What follows belongs to an exercise in optimizing a design on an open flow for small area, a short achievable clock period and few clock cycles; a production flow would make more cautious choices. Only simulation tests tie the RTL to the original design; equivalence was not proved.

raven:
==> flow/design.v (excerpt) <==
module geofence (clk, reset, X, Y, valid, is_inside);
input clk;
input reset;
input [9:0] X;
input [9:0] Y;
output reg valid;
output reg is_inside;
reg [3:0] ph;
reg [9:0] rx, ry;                  
reg vxs, vys;                      
reg [9:0] vxm, nvym;               
reg [11:0] v3xm, nv3ym;            
reg axs, ays, bxs, bys;            
reg [9:0] axm, aym, bxm, bym;
reg deg;                           
reg ins;                           
wire [10:0] dx = {1'b0, X} - {1'b0, rx};
wire [10:0] dy = {1'b0, Y} - {1'b0, ry};
wire [9:0] tx = dx[9:0] ^ {10{dx[10]}};
wire [9:0] ty = dy[9:0] ^ {10{dy[10]}};
wire [9:0] dxm = tx + {9'd0, dx[10]};
wire [9:0] dym = ty + {9'd0, dy[10]};
wire [11:0] d3xm = {2'b00, tx} + {1'b0, tx, 1'b0} + {10'd0, dx[10], dx[10]};
wire [11:0] d3ym = {2'b00, ty} + {1'b0, ty, 1'b0} + {10'd0, dy[10], dy[10]};
wire vxz = ~|vxm;
wire vyz = &nvym;
wire vz = vxz & vyz;               
wire a1 = axs ^ vys, a2 = ays ^ vxs;
wire b1 = bxs ^ vys, b2 = bys ^ vxs;
wire az = (~|axm | vyz) & (~|aym | vxz);
wire bz = (~|bxm | vyz) & (~|bym | vxz);
wire ca = ~a1;
wire ua_1, ua_2, ua_3;
geofence_dec dua_1 (.a0(axm[0]), .a1(axm[1]), .s1(ua_1), .s2(ua_2), .s3(ua_3));
wire ua_4 = ~((ua_1 & nvym[0]) | ua_2 | (ua_3 & nv3ym[0]));
wire ua_5;
geofence_sel3 gua_5 (.s1(ua_1), .a(nvym[1]), .s2(ua_2), .b(nvym[0]), .s3(ua_3), .c(nv3ym[1]), .y(ua_5));
wire ua_6;
geofence_sel3 gua_6 (.s1(ua_1), .a(nvym[2]), .s2(ua_2), .b(nvym[1]), .s3(ua_3), .c(nv3ym[2]), .y(ua_6));
wire ua_7;
  ...
Settings: LEC_CHECK=0, CAP_MARGIN=20, CORE_MARGIN=2, CORE_UTILIZATION=55, SETUP_SLACK_MARGIN=5, SLEW_MARGIN=20, SYNTH_HIERARCHICAL=1, SYNTH_MINIMUM_KEEP_SIZE=0, TNS_END_PERCENT=0; clock period 10.0 ns.
run.sh (not shown) runs the stock make flow with config.mk's settings and CLKGATE_MAP_FILE= SYNTH_SCRIPT=/design/flow/synth_recipe.tcl, a recipe that flattens the netlist after the stock synthesis.
No stage failed in raven, and the final checks on the layout all came back clean.
Testbench counts of raven, summed over its fixed seeds: cycles 21,600.
Input changes introduced in ember (baseline for comparison: raven):
Settings: CORE_UTILIZATION now 40, was 55.
The startpoint of the most critical setup path comes out aym[7] in one run and nv3ym[0] in the other, namely in raven and ember respectively.
Final area delta for ember relative to raven: 0.36% higher
Compared with raven, in ember actual transition at the worst max-transition pin shows an increase of 0.0061 ns; routed wire length shows an increase of about 4%.
Per the comparison of ember with raven, setup slack has decreased; met2 track demand over resource in global routing fell by 15 points.
Relative to ember, the following input files were edited for pepper:
Settings: a change of CORE_UTILIZATION from 40 to 62.
==> comparison <==
pepper | stages: all done | timing, DRC, antenna: all pass. pepper gives more global-route track usage on met1 than ember did. Per the comparison of pepper with ember, clock tree skew after final layout dropped 0.013 ns, final critical-path share of the clock period went down by 0.91 points.

---

== job 9626 ==
geofence, a different RTL version from the one above (not shown whole).
For scale: roughly 94 flip-flops, ~24 I/O pins, ~14,000 µm² of cells after synthesis.
Settings: LEC_CHECK=0, CAP_MARGIN=20, CORE_MARGIN=2, CORE_UTILIZATION=75, SETUP_SLACK_MARGIN=5, SLEW_MARGIN=20, SYNTH_HIERARCHICAL=1, SYNTH_MINIMUM_KEEP_SIZE=0; clock period 10.0 ns.
Job 9626 completed end to end with timing, DRC and antenna clean.
Testbench counts of job 9626, summed over its fixed seeds: cycles 21,600.
Setup changes, job 9626 to job 7721
- CORE_UTILIZATION: 75 -> 60
- TNS_END_PERCENT: unset -> 0
- PLACE_DENSITY_LB_ADDON: unset -> 0.2
Results
- No run among job 7721 and job 9626 stopped early or left any final violation; all are clean.
- Looking at beginning of the critical path, the aym[5] result is from job 7721; the aym[8] one comes from job 9626.
- Going from job 9626 to job 7721, multi-input logic area shrank by a few percent.
- Job 7721 against job 9626; placement row count is up by more than 10%.
- [diff] worst hold slack, job 7721 relative to job 9626: regression
For job 278, these inputs were changed with respect to job 7721:
- swapping 60 for 40 in CORE_UTILIZATION
- clearing TNS_END_PERCENT, which used to be 0
- swapping 5 for 3 in SETUP_SLACK_MARGIN
- clearing PLACE_DENSITY_LB_ADDON, which used to be 0.2
## What came out
- Diff job 7721 -> job 278: setup slack dropped 780 ps; final instance area dropped 2.7%; maximum achievable frequency dropped about 12%; count of clock tree sinks barely changed.
- As of job 278, via count had fallen by a few percent compared to job 7721.
- Job 278 vs job 7721 — required time at the endpoint of the critical path dropped 90 ps.
- Number of flip-flops and latches came out exactly the same in job 7721 and job 278.
- Row y dimension of the die: job 278 higher / job 7721 lower
Here is what was changed in the inputs of job 6684 compared with job 278.
- CORE_UTILIZATION now 60, was 40
- CORE_ASPECT_RATIO now 0.5, previously not set
- SETUP_SLACK_MARGIN now 5, was 3
- TNS_END_PERCENT now 0, previously not set
Results
Job 6684 finished every step from synthesis to the final layout, and the layout passed the timing, DRC and antenna checks.
Compared with job 278, job 6684 instantiates a smaller number of cells.
Note that the detailed-routed wire length on met3 recorded for job 278 amounts to 0.63 times the value seen in job 6684.
Diff job 278 -> job 6684: fraction of area in multi-input gates -1.7 points; critical path depth -2.
Edits applied to the flow inputs when going from job 6684 to job 6657:
- CORE_ASPECT_RATIO: 0.5 -> unset
- PLACE_DENSITY: unset -> 0.8
- TNS_END_PERCENT: 0 -> unset
- Job 6657: done, clean on timing, DRC and antenna
- From job 6684 to job 6657 the numbers moved as follows: share of the final layout cell area in sequential cells shrank by 0.70 points, met1 routed wirelength after detailed routing shrank by 1900 µm, count of buffers added by post-CTS timing repair for setup grew by about 9%.
- Diff job 6684 -> job 6657 | minimum clock period | increase of 260 ps
- Looking at critical path depth, job 6657 sits 4 above job 6684.
- | total global routing track utilization | job 6657 vs job 6684 | 0.76 points higher |
Input changes introduced in job 7264 (baseline for comparison: job 6657):
- a deleted PLACE_DENSITY that had been 0.8
==> notes.md <==
Delta (job 7264 minus job 6657): utilization decreased 0.52 points; die footprint essentially unchanged.
The worst setup path endpoint comes out bym[5] in one run and aym[9] in the other, namely in job 6657 and job 7264 respectively.
Against job 6657, job 7264 comes in 6.8% lower on routed wire length.
Per the comparison of job 7264 with job 6657, sequential share of layout area saw little to no change; logic depth of the worst setup path including buffers went down; number of primary I/O pins flat.

==> afterwards: timing with drivers on the ports <==
No port has a modelled driver above. Below, the same layouts with a new extraction and two added sets of constraints. Step 1, drivers: a clkbuf_16 drives clk and a buf_2 each remaining input, both assumed. Step 2 also shifts input and output timing later by t, the mid clock arrival at the registers, as if the neighbouring blocks saw the same clock. Three values: ideal, step 1, step 2; two values: the first two.
run	t, ns	setup slack, ns	latest minus earliest clock arrival (ns)	worst slew at a driven data input, ns	pins driven straight from the clock port
raven	0.453	4.661 / 4.661 / 4.288	0.012 / 0.012	0.03	1
ember	0.460	4.487 / 4.487 / 4.161	0.025 / 0.026	0.03	1
pepper	0.459	4.578 / 4.578 / 4.245	0.012 / 0.012	0.03	1
job 9626	0.383	4.323 / 4.323 / 4.323	0.010 / 0.009	0.04	1
job 7721	0.387	4.202 / 4.202 / 4.155	0.009 / 0.009	0.04	1
job 278	0.387	3.419 / 3.419 / 3.419	0.008 / 0.009	0.04	1
job 6684	0.374	4.316 / 4.316 / 4.156	0.007 / 0.007	0.03	1
job 6657	0.387	4.054 / 4.054 / 4.054	0.017 / 0.017	0.04	1
job 7264	0.378	4.383 / 4.383 / 4.383	0.009 / 0.010	0.03	1
After both steps every run listed still meets setup and hold. The setup slack of raven, which loses most, moves by 0.000 ns with the drivers and by -0.373 ns with both steps.
